Context: an optimization exercise on an open-source flow, tuned for small area, a short achievable clock period and few clock cycles per item. The choices shown serve that exercise and are no tape-out recipe. Only simulation tests tie the RTL to the original design; equivalence was not proved. Power figures rest on the tool's default switching activity, not on a simulated workload.

Setup of lagoon:
Design array, start of the top module:
module array #(
    parameter W = 8
)(
    input  wire clk,
    input  wire rst,
    input  wire start,
    input  wire signed [3*W-1:0] a,
    input  wire signed [3*W-1:0] b,
    output wire signed [9*2*W-1:0] result,
    output reg  result_valid
);
==> flow/config.mk <==
export PLATFORM = sky130hd
export DESIGN_NAME = array
export DESIGN_NICKNAME = array
export VERILOG_FILES = /design/flow/design.v
export SDC_FILE = /design/flow/constraint.sdc
export NUM_CORES = 4
export LEC_CHECK = 0
export CAP_MARGIN = 20
export CORE_MARGIN = 2
export CORE_UTILIZATION = 40
export SETUP_SLACK_MARGIN = 2.0
export SLEW_MARGIN = 20
export SYNTH_HIERARCHICAL = 1
export SYNTH_MINIMUM_KEEP_SIZE = 0
==> flow/constraint.sdc <==
create_clock -name core_clock -period 6.5 [get_ports {clk}]
set_input_delay 1.3000 -clock core_clock [delete_from_list [all_inputs] [get_ports {clk}]]
set_output_delay 1.3000 -clock core_clock [all_outputs]
set_load 0.01 [all_outputs]
standard.sh (not shown) runs the stock make flow with config.mk's settings and CLKGATE_MAP_FILE= SYNTH_SCRIPT=/design/flow/synth_recipe.tcl, a recipe that flattens the netlist after the stock synthesis.
==> flow/flow/run.sh <==
#!/bin/bash
# The standard layout (the standard.sh, standard synthesis unchanged), with
# the port buffers that ORFS inserts before global placement made of the
# smallest plain buffer instead of ORFS's default choice; repair steps resize
# them where timing needs it.
set -euo pipefail
bash standard.sh "BUFFER_PORTS_ARGS=-buffer_cell sky130_fd_sc_hd__buf_1" finish > standard.log 2>&1
Testbench counts of lagoon, summed over its fixed seeds: cycles 14,408, items 4,800.
Input-level comparison between pepper and lagoon:
- putting CTS_BUF_LIST at sky130_fd_sc_hd__clkbuf_4 sky130_fd_sc_hd__clkbuf_8 where nothing was set
- swapping 2.0 for 1.85 in SETUP_SLACK_MARGIN
Findings:
Wire length was lower in the run labelled pepper. Summary of pepper over lagoon: area overhead of the layout relative to synthesis saw a decrease, minimum period implied by the final worst setup slack saw an increase, internal power saw a decrease, final clock period utilization by the worst path saw an increase. pepper finished every stage and its layout cleared the timing, design-rule and antenna checks.
Relative to pepper, the following input files were edited for yarrow:
- a change of SETUP_SLACK_MARGIN from 1.85 to 3
- a deleted CTS_BUF_LIST that had been sky130_fd_sc_hd__clkbuf_4 sky130_fd_sc_hd__clkbuf_8
==> flow/run.sh (new file) <==
#!/bin/bash
# synth_recipe.tcl (not shown) runs the flow's synth.tcl, then flattens the netlist and writes it again
# the make line also repeats each setting of config.mk as NAME=value (left out here)
make -C /OpenROAD-flow-scripts/flow DESIGN_CONFIG=/design/flow/config.mk WORK_HOME=/design/flow/orfs CLKGATE_MAP_FILE= SYNTH_SCRIPT=/design/flow/synth_recipe.tcl finish
removed: flow/flow/run.sh
removed: flow/standard.sh
Notes after the runs:
- yarrow finished every stage and its layout cleared the timing, design-rule and antenna checks.
- From pepper to yarrow, sum of negative setup slack did not move at all.
- Against pepper, sequential power in yarrow rose by a few percent.
- Number of distinct standard cells referenced by the synthesized netlist across pepper and yarrow: no real change.
- Between pepper and yarrow, the flow reports power of the combinational group increasing by more than a quarter.
- Re proportion of total power due to net switching: pepper and yarrow aren't equal, and the higher value belongs to pepper.
- [yarrow] non-filler instance count after layout rose 4.8% relative to pepper
- yarrow vs. pepper: maximum frequency held; via total after detailed routing went up 1,486.
--- input diff yarrow..nickel ---
- SETUP_SLACK_MARGIN changed from 3 to 1.75
- CAP_MARGIN changed from 20 to 0
- CTS_BUF_LIST newly set to sky130_fd_sc_hd__clkbuf_4 sky130_fd_sc_hd__clkbuf_8
- SLEW_MARGIN changed from 20 to 0
==> flow/flow/run.sh (new file) <==
#!/bin/bash
# The standard layout (the standard.sh, standard synthesis unchanged), with
# the port buffers that ORFS inserts before global placement made of the
# smallest plain buffer instead of ORFS's default choice; repair steps resize
# them where timing needs it.
set -euo pipefail
bash standard.sh "BUFFER_PORTS_ARGS=-buffer_cell sky130_fd_sc_hd__buf_1" finish > standard.log 2>&1
==> flow/standard.sh (new file) <==
#!/bin/bash
# synth_recipe.tcl (not shown) runs the flow's synth.tcl, then flattens the netlist and writes it again
# the make line also repeats each setting of config.mk as NAME=value (left out here)
make -C /OpenROAD-flow-scripts/flow DESIGN_CONFIG=/design/flow/config.mk WORK_HOME=/design/flow/orfs CLKGATE_MAP_FILE= SYNTH_SCRIPT=/design/flow/synth_recipe.tcl "${@:-finish}"
removed: flow/run.sh
Findings:
In nickel relative to yarrow, count of non-CTS buffers in the layout had gone down by more than a quarter.
The uppermost layer routed comes out met4 in one run and met5 in the other, namely in yarrow and nickel respectively.
Startpoint of the worst setup timing path = b[3]: yarrow; startpoint of the worst setup timing path = b[12]: nickel
Summary of nickel over yarrow: share of power burned in combinational logic now sits lower, count of routing violations after the opening detailed-route iteration fell by 236, shortest period the worst path allows rose by 0.079 ns, register-to-register slack lost 0.15 ns.
nickel finished every stage and its layout cleared the timing, design-rule and antenna checks.

========
job 4428:
Another version of the RTL of array (not shown whole).
For scale: ~2,300 cells after synthesis, about 150 flip-flops, ~22,000 um2 of cells after synthesis.
==> flow/design.v (excerpt) <==
module array #(
    parameter W = 8
)(
    input  wire clk,
    input  wire rst,
    input  wire start,
    input  wire signed [3*W-1:0] a,
    input  wire signed [3*W-1:0] b,
    output wire signed [9*2*W-1:0] result,
    output reg  result_valid
);
Settings: LEC_CHECK=0, CAP_MARGIN=20, CORE_MARGIN=2, CORE_UTILIZATION=45, CTS_BUF_LIST=sky130_fd_sc_hd__clkbuf_4 sky130_fd_sc_hd__clkbuf_8, SETUP_SLACK_MARGIN=1.8, SLEW_MARGIN=20, SYNTH_HIERARCHICAL=1, SYNTH_MINIMUM_KEEP_SIZE=0; clock period 6.5 ns.
==> flow/flow/run.sh <==
#!/bin/bash
# The standard layout (the standard.sh, standard synthesis unchanged), with
# the port buffers that ORFS inserts before global placement made of the
# smallest plain buffer instead of ORFS's default choice; repair steps resize
# them where timing needs it.
set -euo pipefail
bash standard.sh "BUFFER_PORTS_ARGS=-buffer_cell sky130_fd_sc_hd__buf_1" finish > standard.log 2>&1
Job 4428 | stages: all done | timing, DRC, antenna: all pass
Testbench counts of job 4428, summed over its fixed seeds: cycles 14,408, items 4,800.
Edits applied to the flow inputs when going from job 4428 to job 4095:
Settings: changing SETUP_SLACK_MARGIN from 1.8 to 2.05; changing CORE_UTILIZATION from 45 to 40.
==> run summary <==
In the final reports, the cell area of job 4095 is larger than that of job 4428. Job 4095 vs. job 4428: first-pass GRT wire length went up by about 3.4%. Global-route usage: job 4095 < job 4428. Between job 4428 and job 4095, the smallest setup slack after layout is lower for job 4428. Headroom to the max-slew limit in job 4095 vs job 4428: down 2.2 points. Job 4428 → job 4095: detailed-routing iteration count for the pre-antenna-repair pass shows a reduction of 2, clock period minus worst slack shows a reduction of 0.15 ns. Switching portion of total power ends up lower on job 4095. Of job 4428 and job 4095, job 4095 shows the higher total power, with job 4428 below it. Post-route fraction of the period consumed by the critical path in job 4095 is 2.3 points below job 4428.
What job 5314 does differently from job 4095 at the input level:
Settings: SETUP_SLACK_MARGIN: 2.05 -> 1.85; CORE_UTILIZATION: 40 -> 48.
--- outcome ---
- Looking at max-slew headroom at the worst pin, job 5314 sits below job 4095.
- From job 4095 to job 5314 the numbers moved as follows: post-route total power now smaller; count of fill cells added during filler insertion now smaller; final non-filler cell total now smaller.
- On total length of routed wires: between job 5314 and job 4095, it ends up lower for job 5314.
- Looking at endpoint of the worst setup timing path, the row[2].col[0].PE.product[13] result is from job 5314; the row[2].col[0].PE.product[15] one comes from job 4095.
- Setup slack ends up higher on job 4095.
- Area fraction in compound gates after synthesis: job 4095 vs job 5314 identical
Input-level comparison between job 3011 and job 5314:
Settings: CORE_UTILIZATION changed from 48 to 40; GPL_ROUTABILITY_DRIVEN newly set to 0.
--- outcome ---
Going from job 5314 to job 3011, aggregate routed wire length +5.0%; data required time of the worst path held.
Power consumption delta (job 3011 − job 5314): unfavourable
Setup slack of the critical path after layout sits lower in job 3011 than in job 5314.
Job 3011 ended up with a higher number of ordinary and repair buffers in the finished layout than job 5314 did.
Run comparison: job 3011 endpoint of the worst setup timing path row[1].col[2].PE.product[15]; job 5314 endpoint of the worst setup timing path row[2].col[0].PE.product[13]
> inputs changed (job 3011 -> job 9139)
Settings: GPL_ROUTABILITY_DRIVEN: 0 -> unset; CORE_UTILIZATION: 40 -> 50.
### Flow results
Register bit count reported by yosys came out exactly the same in job 9139 and job 3011.
In job 9139 relative to job 3011, post-detailed-placement half-perimeter wirelength had gone down by a few percent.
When job 9139 is measured against job 3011, its number of standard cells in the layout, taps in and fillers out turns out 102 lower.
Summary of job 9139 over job 3011: worst path arrival time closely matched the old numbers, area occupied by multi-input gates increased by about 0.4% relative to the old numbers, maximum ir drop on the vdd rail decreased by 0.79% relative to the old numbers.

========
north:
Starting RTL as in the previous note.
==> flow/config.mk <==
export PLATFORM = sky130hd
export DESIGN_NAME = array
export DESIGN_NICKNAME = array
export VERILOG_FILES = /design/flow/design.v
export SDC_FILE = /design/flow/constraint.sdc
export NUM_CORES = 4
export LEC_CHECK = 0
export CAP_MARGIN = 20
export CORE_MARGIN = 2
export CORE_UTILIZATION = 45
export CTS_BUF_LIST = sky130_fd_sc_hd__clkbuf_4 sky130_fd_sc_hd__clkbuf_8
export SETUP_SLACK_MARGIN = 1.95
export SLEW_MARGIN = 20
export SYNTH_HIERARCHICAL = 1
export SYNTH_MINIMUM_KEEP_SIZE = 0
==> flow/constraint.sdc <==
create_clock -name core_clock -period 6.5 [get_ports {clk}]
set_input_delay 1.3000 -clock core_clock [delete_from_list [all_inputs] [get_ports {clk}]]
set_output_delay 1.3000 -clock core_clock [all_outputs]
set_load 0.01 [all_outputs]
Scripts as last shown in full above: flow/flow/run.sh
north | status: complete | timing, DRC, antenna: pass
Testbench counts of north, summed over its fixed seeds: cycles 14,408, items 4,800.
## Diff of input files: south against north
--- a/flow/config.mk
+++ b/flow/config.mk
@@ -10 +10 @@
-export CORE_UTILIZATION = 45
+export CORE_UTILIZATION = 40
@@ -12 +12 @@
-export SETUP_SLACK_MARGIN = 1.95
+export SETUP_SLACK_MARGIN = 1.8
[summary]
Comparing count of clock buffers in the final design for north and south, the bigger number came from north. Die size: south exceeds north. The worst path buffer plus inverter count of south is lower than that of north. After detailed routing, north needs less wire than south. south vs north: sum of internal, switching and leakage power down. Comparing north and south, number of vias per cell after detailed routing is lower on south.
Inputs modified between south and east:
--- a/flow/config.mk
+++ b/flow/config.mk
@@ -12 +12 @@
-export SETUP_SLACK_MARGIN = 1.8
+export SETUP_SLACK_MARGIN = 1.95
Findings:
Diff south -> east: power shows an increase of 1100 uW, net count of the finished layout increased by about 1.2% relative to the old numbers, maximum frequency rose 3.4 MHz. Going from south to east, number of vias per cell after detailed routing grows by about 1.7%. Compared to south, east has proportion of cell area occupied by registers 0.50 points lower. Delta (east minus south): critical path depth rose by 1, synthesized area stayed essentially flat. In east, setup slack is higher than in south. east vs south — post-layout instance area climbed by a few percent.
What west does differently from east at the input level:
--- a/flow/config.mk
+++ b/flow/config.mk
@@ -10 +10 @@
-export CORE_UTILIZATION = 40
+export CORE_UTILIZATION = 45
@@ -12 +12 @@
-export SETUP_SLACK_MARGIN = 1.95
+export SETUP_SLACK_MARGIN = 1.85
Results
Share of total power in the clock network essentially unchanged between west and east.
west vs. east: die area -11%, clock-buffer cell count grew by 7.
Inputs modified between west and middle:
--- a/flow/config.mk
+++ b/flow/config.mk
@@ -10 +10 @@
-export CORE_UTILIZATION = 45
+export CORE_UTILIZATION = 42
==> run summary <==
The well tap count reported for middle is greater than that of west by 65.
Going from west to middle, global-route wire length before repair has increased; final setup violation count has remained practically unchanged.
Maximum frequency: middle lower than west
Measured against middle, the final estimated routing congestion in global placement of west comes out at 0.947 times the reference value.
Compared with west, in middle number of clock sinks essentially unchanged, growth of design area from synthesis to finish climbed 1.0 points, number of cells in the finished layout apart from fillers now sits higher.
| critical path depth | west vs middle | ≈ equal |

==> re-timing with driven ports <==
Ports are ideal in the flow. The routed layouts listed here were re-timed in OpenROAD.
Step 1 assumes that a clkbuf_16 drives the clock port and a buf_2 every other input.
Step 2 adds t to the input delays and takes it off the output delays; t is the mean of the earliest and latest rising clock arrival at the registers after step 1. Input paths then give back, and output paths get back, about the clock's delay inside the block.
Three values: no drivers, after step 1, after step 2; two values: the first two.
run	t, ns	setup WS [ns]	hold slack, ns	worst setup path after step 2	slew at the worst register clock pin (ns)
lagoon	0.558	1.975 / 1.924 / 1.365	0.451 / 0.451 / 0.451	input to register	0.08 / 0.08
pepper	0.631	1.896 / 1.860 / 1.229	0.471 / 0.471 / 0.471	input to register	0.10 / 0.10
yarrow	0.562	1.895 / 1.836 / 1.273	0.464 / 0.464 / 0.464	input to register	0.08 / 0.08
nickel	0.623	1.816 / 1.842 / 1.219	0.451 / 0.451 / 0.451	input to register	0.12 / 0.12
job 4428	0.625	1.925 / 1.908 / 1.282	0.454 / 0.454 / 0.454	input to register	0.10 / 0.10
job 4095	0.629	2.074 / 2.097 / 1.468	0.445 / 0.445 / 0.445	input to register	0.10 / 0.10
job 5314	0.638	1.946 / 1.967 / 1.329	0.476 / 0.476 / 0.476	input to register	0.10 / 0.10
job 3011	0.621	1.942 / 1.966 / 1.344	0.464 / 0.464 / 0.464	input to register	0.10 / 0.10
job 9139	0.635	1.948 / 1.950 / 1.314	0.453 / 0.453 / 0.453	input to register	0.11 / 0.11
north	0.633	2.015 / 2.047 / 1.413	0.458 / 0.458 / 0.458	input to register	0.10 / 0.10
south	0.621	1.865 / 1.898 / 1.277	0.460 / 0.460 / 0.460	input to register	0.11 / 0.11
east	0.629	1.937 / 1.971 / 1.341	0.464 / 0.464 / 0.464	input to register	0.11 / 0.11
west	0.631	1.948 / 1.953 / 1.322	0.468 / 0.468 / 0.468	input to register	0.09 / 0.09
middle	0.635	1.925 / 1.961 / 1.325	0.442 / 0.442 / 0.442	input to register	0.10 / 0.10
After both steps every run listed still meets setup and hold. For pepper, which loses most, drivers alone change the setup slack by -0.036 ns; drivers and shift together by -0.667 ns.
